From an optimization exercise on the open Yosys and OpenROAD flow, aimed at small area, a short achievable clock period and few clock cycles; shortcuts taken in it are not production practice.
Where RTL was checked, it was by simulation tests only, not by an equivalence proof against the original.
No activity file was given, so power comes from the tool's default toggle rates.

==> flow/design.v (excerpt) <==
module axi4_lite_slave #(
    parameter int unsigned ADDR_WIDTH = 32,
    parameter int unsigned DATA_WIDTH = 32
)(
    input  logic                  aclk,
    input  logic                  aresetn,         
    input  logic [ADDR_WIDTH-1:0] awaddr,
    input  logic                  awvalid,
    output logic                  awready,
    input  logic [DATA_WIDTH-1:0] wdata,
    input  logic [3:0]            wstrb,
    input  logic                  wvalid,
    output logic                  wready,
    output logic [1:0]            bresp,
    output logic                  bvalid,
    input  logic                  bready,
    input  logic [ADDR_WIDTH-1:0] araddr,
    input  logic                  arvalid,
    output logic                  arready,
    output logic [DATA_WIDTH-1:0] rdata,
    output logic [1:0]            rresp,
    output logic                  rvalid,
    input  logic                  rready
);
Size in the first run: about 1200 cells after synthesis, ~620 flip-flops.
export LEC_CHECK = 0
export CAP_MARGIN = 20
export CORE_MARGIN = 2
export CORE_UTILIZATION = 40
export CTS_CLUSTER_DIAMETER = 80
export CTS_CLUSTER_SIZE = 25
export SETUP_SLACK_MARGIN = 1.9
export SLEW_MARGIN = 20
create_clock -name core_clock -period 4.0 [get_ports {aclk}]
standard.sh (not shown) runs the stock make flow with config.mk's settings and CLKGATE_MAP_FILE= SYNTH_SCRIPT=/design/flow/synth_recipe.tcl, a recipe that flattens the netlist after the stock synthesis.
==> flow/flow/run.sh <==
#!/bin/bash
# Standard ORFS layout, with the I/O port buffers made from a small buffer
# cell (buffer_ports -buffer_cell) instead of the one OpenROAD picks itself.
set -euo pipefail
EXTRA=()
[[ -f flow/extra_args ]] && mapfile -t EXTRA < flow/extra_args
bash standard.sh "BUFFER_PORTS_ARGS=-buffer_cell sky130_fd_sc_hd__buf_1" "${EXTRA[@]}" finish > make_finish.log 2>&1
Testbench counts at the start, summed over its fixed seeds: cycles 3,735.
Then changed:
--- a/flow/config.mk
+++ b/flow/config.mk
@@ -10 +10 @@
-export CORE_UTILIZATION = 40
+export CORE_UTILIZATION = 55
@@ -13 +13 @@
-export SETUP_SLACK_MARGIN = 1.9
+export SETUP_SLACK_MARGIN = 2.0
Outcome:
- The changed run produced a clean layout
- sequential power is about the same
- global-route usage climbs by 6.4 points
- total power is higher by 1.2%
- clock power increases by about 4%
- setup slack is better by 0.16 ns
Then changed:
--- a/flow/config.mk
+++ b/flow/config.mk
@@ -10 +10 @@
-export CORE_UTILIZATION = 55
+export CORE_UTILIZATION = 40
Setup slack is worse by 0.047 ns. Non-clock buffer count goes down by 11. Sequential share of layout area goes down by 0.29 points. Power goes down by 0.63%. Utilization goes down by 17 points. Critical path depth goes down by 4. Clock skew goes down by 0.011 ns. Clock power goes down by about 2%. Clock-buffer cell count goes down by 2. Design area goes up by 0.39%.
Then changed:
--- a/flow/config.mk
+++ b/flow/config.mk
@@ -11,2 +10,0 @@
-export CTS_CLUSTER_DIAMETER = 80
-export CTS_CLUSTER_SIZE = 25
Outcome:
- final area rises by 3.7%
- die area is unchanged
- via count rises by 1.3%
- maximum frequency falls by 0.90%
- area after synthesis is unchanged
- sequential share of layout area falls by 2.6 points


The RTL this note starts from:
==> flow/design.v <==
module axi4_lite_slave #(
    parameter int unsigned ADDR_WIDTH = 32,
    parameter int unsigned DATA_WIDTH = 32
)(
    input  logic                  aclk,
    input  logic                  aresetn,         
    input  logic [ADDR_WIDTH-1:0] awaddr,
    input  logic                  awvalid,
    output logic                  awready,
    input  logic [DATA_WIDTH-1:0] wdata,
    input  logic [3:0]            wstrb,
    input  logic                  wvalid,
    output logic                  wready,
    output logic [1:0]            bresp,
    output logic                  bvalid,
    input  logic                  bready,
    input  logic [ADDR_WIDTH-1:0] araddr,
    input  logic                  arvalid,
    output logic                  arready,
    output logic [DATA_WIDTH-1:0] rdata,
    output logic [1:0]            rresp,
    output logic                  rvalid,
    input  logic                  rready
);
    localparam int unsigned NUM_REGS = 16;
    function automatic logic addr_ok(input logic [ADDR_WIDTH-1:0] a);
        addr_ok = (a[1:0] == 2'b00) && (a[ADDR_WIDTH-1:6] == '0);
    endfunction
    logic [DATA_WIDTH-1:0] reg_file [0:NUM_REGS-1];
    logic                  aw_v, w_v;      
    logic                  wr_go;          
    logic [NUM_REGS-1:0]   aw_sel;         
    logic                  aw_ok;
    logic [DATA_WIDTH-1:0] w_data;
    logic [3:0]            w_strb;
    logic                  awready_r, wready_r;
    logic                  b0_v, b1_v;     
    logic                  b0_err, b1_err;
    logic aw_hs, w_hs, pair, aw_v_n, w_v_n, push, push_ok, pop;
    logic b0_v_n, b1_v_n;
    assign aw_hs   = awvalid & awready_r;
    assign w_hs    = wvalid & wready_r;
    assign pair    = aw_v & w_v;               
    assign aw_v_n  = aw_hs | (aw_v & ~pair);
    assign w_v_n   = w_hs  | (w_v  & ~pair);
    assign push    = aw_v_n & w_v_n;           
    assign push_ok = aw_hs ? addr_ok(awaddr) : aw_ok;
    assign pop     = b0_v & bready;
    assign b0_v_n  = b1_v | push | (b0_v & ~pop);
    assign b1_v_n  = ~pop & (b1_v | (b0_v & push));
    assign awready = awready_r;
    assign wready  = wready_r;
    assign bvalid  = b0_v;
    assign bresp   = {b0_err, 1'b0};
    always_ff @(posedge aclk) begin
        if (aw_hs) begin
            for (int i = 0; i < NUM_REGS; i++)
                aw_sel[i] <= addr_ok(awaddr) && (awaddr[5:2] == 4'(i));
            aw_ok  <= addr_ok(awaddr);
        end
        if (w_hs) begin
            w_data <= wdata;
            w_strb <= wstrb;
        end
        b0_err <= ((~b0_v | pop) & (b1_v ? b1_err : ~push_ok)) | (b0_v & ~pop & b0_err);
        if (~b1_v | pop) b1_err <= ~push_ok;
    end
    always_ff @(posedge aclk) begin
        if (!aresetn) begin
            aw_v      <= 1'b0;
            w_v       <= 1'b0;
            wr_go     <= 1'b0;
            b0_v      <= 1'b0;
            b1_v      <= 1'b0;
            awready_r <= 1'b1;
            wready_r  <= 1'b1;
        end else begin
            aw_v      <= aw_v_n;
            w_v       <= w_v_n;
            wr_go     <= push;
            b0_v      <= b0_v_n;
            b1_v      <= b1_v_n;
            awready_r <= ~(aw_v_n & ~w_v_n) & ~b1_v_n;
            wready_r  <= ~(w_v_n & ~aw_v_n) & ~b1_v_n;
        end
    end
    logic [DATA_WIDTH-1:0] wr_d;
    assign wr_d = w_data & {DATA_WIDTH{aresetn}};
    always_ff @(posedge aclk) begin
        for (int i = 0; i < NUM_REGS; i++)
            for (int b = 0; b < 4; b++)
                if (!aresetn || (wr_go && aw_sel[i] && w_strb[b]))
                    reg_file[i][8*b +: 8] <= wr_d[8*b +: 8];
    end
    logic                  arready_r;
    logic                  rvalid_r, v1, v2;
    logic [3:0]            idx0, idx1, idx2;
    logic                  ok0, ok1, ok2;
    logic [DATA_WIDTH-1:0] rdata_r;
    logic                  rerr_r;
    logic ar_hs, take, ar_ok, v2_n, s_ok;
    logic [3:0] ar_idx;
    logic [NUM_REGS-1:0] s_sel;
    logic [DATA_WIDTH-1:0] rd_mux;
    assign ar_hs  = arvalid & arready_r;
    assign ar_idx = araddr[5:2];
    assign ar_ok  = addr_ok(araddr);
    assign take   = ~rvalid_r | rready;         
    assign v2_n   = ~take & (v2 | (v1 & ar_hs));
    assign s_ok   = take ? ok1  : ok0;
    logic [NUM_REGS*DATA_WIDTH-1:0] rf_flat;
    logic [NUM_REGS-1:0] sel0, sel1;
    always_comb begin
        for (int i = 0; i < NUM_REGS; i++) begin
            sel0[i] = ok0 && (idx0 == 4'(i));
            sel1[i] = ok1 && (idx1 == 4'(i));
            rf_flat[i*DATA_WIDTH +: DATA_WIDTH] = reg_file[i];
        end
    end
    axi4_lite_slave_selmux #(.N(NUM_REGS)) u_selmux (
        .s   (take),
        .a   (sel0),
        .b   (sel1),
        .y   (s_sel)
    );
    axi4_lite_slave_rdmux #(.N(NUM_REGS), .W(DATA_WIDTH)) u_rdmux (
        .sel (s_sel),
        .din (rf_flat),
        .dout(rd_mux)
    );
    assign arready = arready_r;
    assign rvalid  = rvalid_r;
    assign rdata   = rdata_r;
    assign rresp   = {rerr_r, 1'b0};
    always_ff @(posedge aclk) begin
        if (take) begin
            idx0 <= idx1;
            ok0  <= ok1;
        end
        if (take | ~v1) begin
            idx1 <= (take & v2) ? idx2 : ar_idx;
            ok1  <= (take & v2) ? ok2  : ar_ok;
        end
        if (~v2) begin
            idx2 <= ar_idx;
            ok2  <= ar_ok;
        end
        rdata_r <= rd_mux;
        rerr_r  <= ~s_ok;
    end
    always_ff @(posedge aclk) begin
        if (!aresetn) begin
            rvalid_r  <= 1'b0;
            v1        <= 1'b0;
            v2        <= 1'b0;
            arready_r <= 1'b1;
        end else begin
            rvalid_r  <= v1 | ~take;
            v1        <= (take ? v2 : v1) | ar_hs;
            v2        <= v2_n;
            arready_r <= ~v2_n;
        end
    end
endmodule
module axi4_lite_slave_rdmux #(
    parameter int unsigned N = 16,
    parameter int unsigned W = 32
)(
    input  logic [N-1:0] sel,
    input  logic [N*W-1:0] din,       
    output logic [W-1:0] dout
);
    always_comb begin
        dout = '0;
        for (int i = 0; i < N; i++)
            dout = dout | (din[i*W +: W] & {W{sel[i]}});
    end
endmodule
module axi4_lite_slave_selmux #(
    parameter int unsigned N = 16
)(
    input  logic         s,
    input  logic [N-1:0] a,
    input  logic [N-1:0] b,
    output logic [N-1:0] y
);
    assign y = s ? b : a;
endmodule
clock: 4.0 ns
lec_check: 0
cap_margin: 20
core_margin: 2
core_utilization: 40
cts_cluster_diameter: 80
cts_cluster_size: 25
setup_slack_margin: 2.15
slew_margin: 20
synth_hierarchical: 1
Scripts as last shown in full above: flow/flow/run.sh
==> next run, changes <==
Settings changed: SETUP_SLACK_MARGIN 2.15 to 2.0.
After rerunning: The new run ran to the end with no violations; global-route usage came out higher by 3.0 points; cell area came out higher by 1.6%; non-clock buffer count climbs by 25.
No run of this note included a check of the RTL's function; only the layout flow was run.

afterwards: timing with drivers on the ports:
In the flow no input, the clock included, has a driving cell. The finished layouts below were timed again as built, in two steps. Step 1: set_driving_cell puts a clkbuf_16 on aclk and a buf_2 on each other input, an assumption about the parent block. Step 2 moves the port delays by t, midway between the first and last clock arrival at a register: inputs arrive t later, outputs are due t later. That takes back most of the time a late clock gives input paths. Slacks: ideal ports / drivers / drivers and shift; pairs: ideal ports / drivers.
run | t, ns | slack for setup (ns) | worst setup path after step 2 | worst register clock-pin slew, ns | worst slew at a driven data input, ns
the first run of note 1 | 0.664 | 1.874 / 1.874 / 1.315 | input to register | 0.10 / 0.10 | 0.12
the second run of note 1 | 0.656 | 2.033 / 1.987 / 1.589 | input to register | 0.10 / 0.10 | 0.04
the third run of note 1 | 0.668 | 1.986 / 1.927 / 1.464 | input to register | 0.10 / 0.10 | 0.04
the fourth run of note 1 | 0.671 | 1.968 / 1.913 / 1.469 | input to register | 0.06 / 0.06 | 0.04
the first run of note 2 | 0.659 | 1.836 / 1.836 / 1.268 | input to register | 0.10 / 0.10 | 0.08
the second run of note 2 | 0.673 | 1.827 / 1.827 / 1.360 | input to register | 0.11 / 0.11 | 0.07
After both steps setup and hold are still met in every run listed. The setup slack of the first run of note 2, which loses most, moves by 0.000 ns with the drivers and by -0.568 ns with both steps.
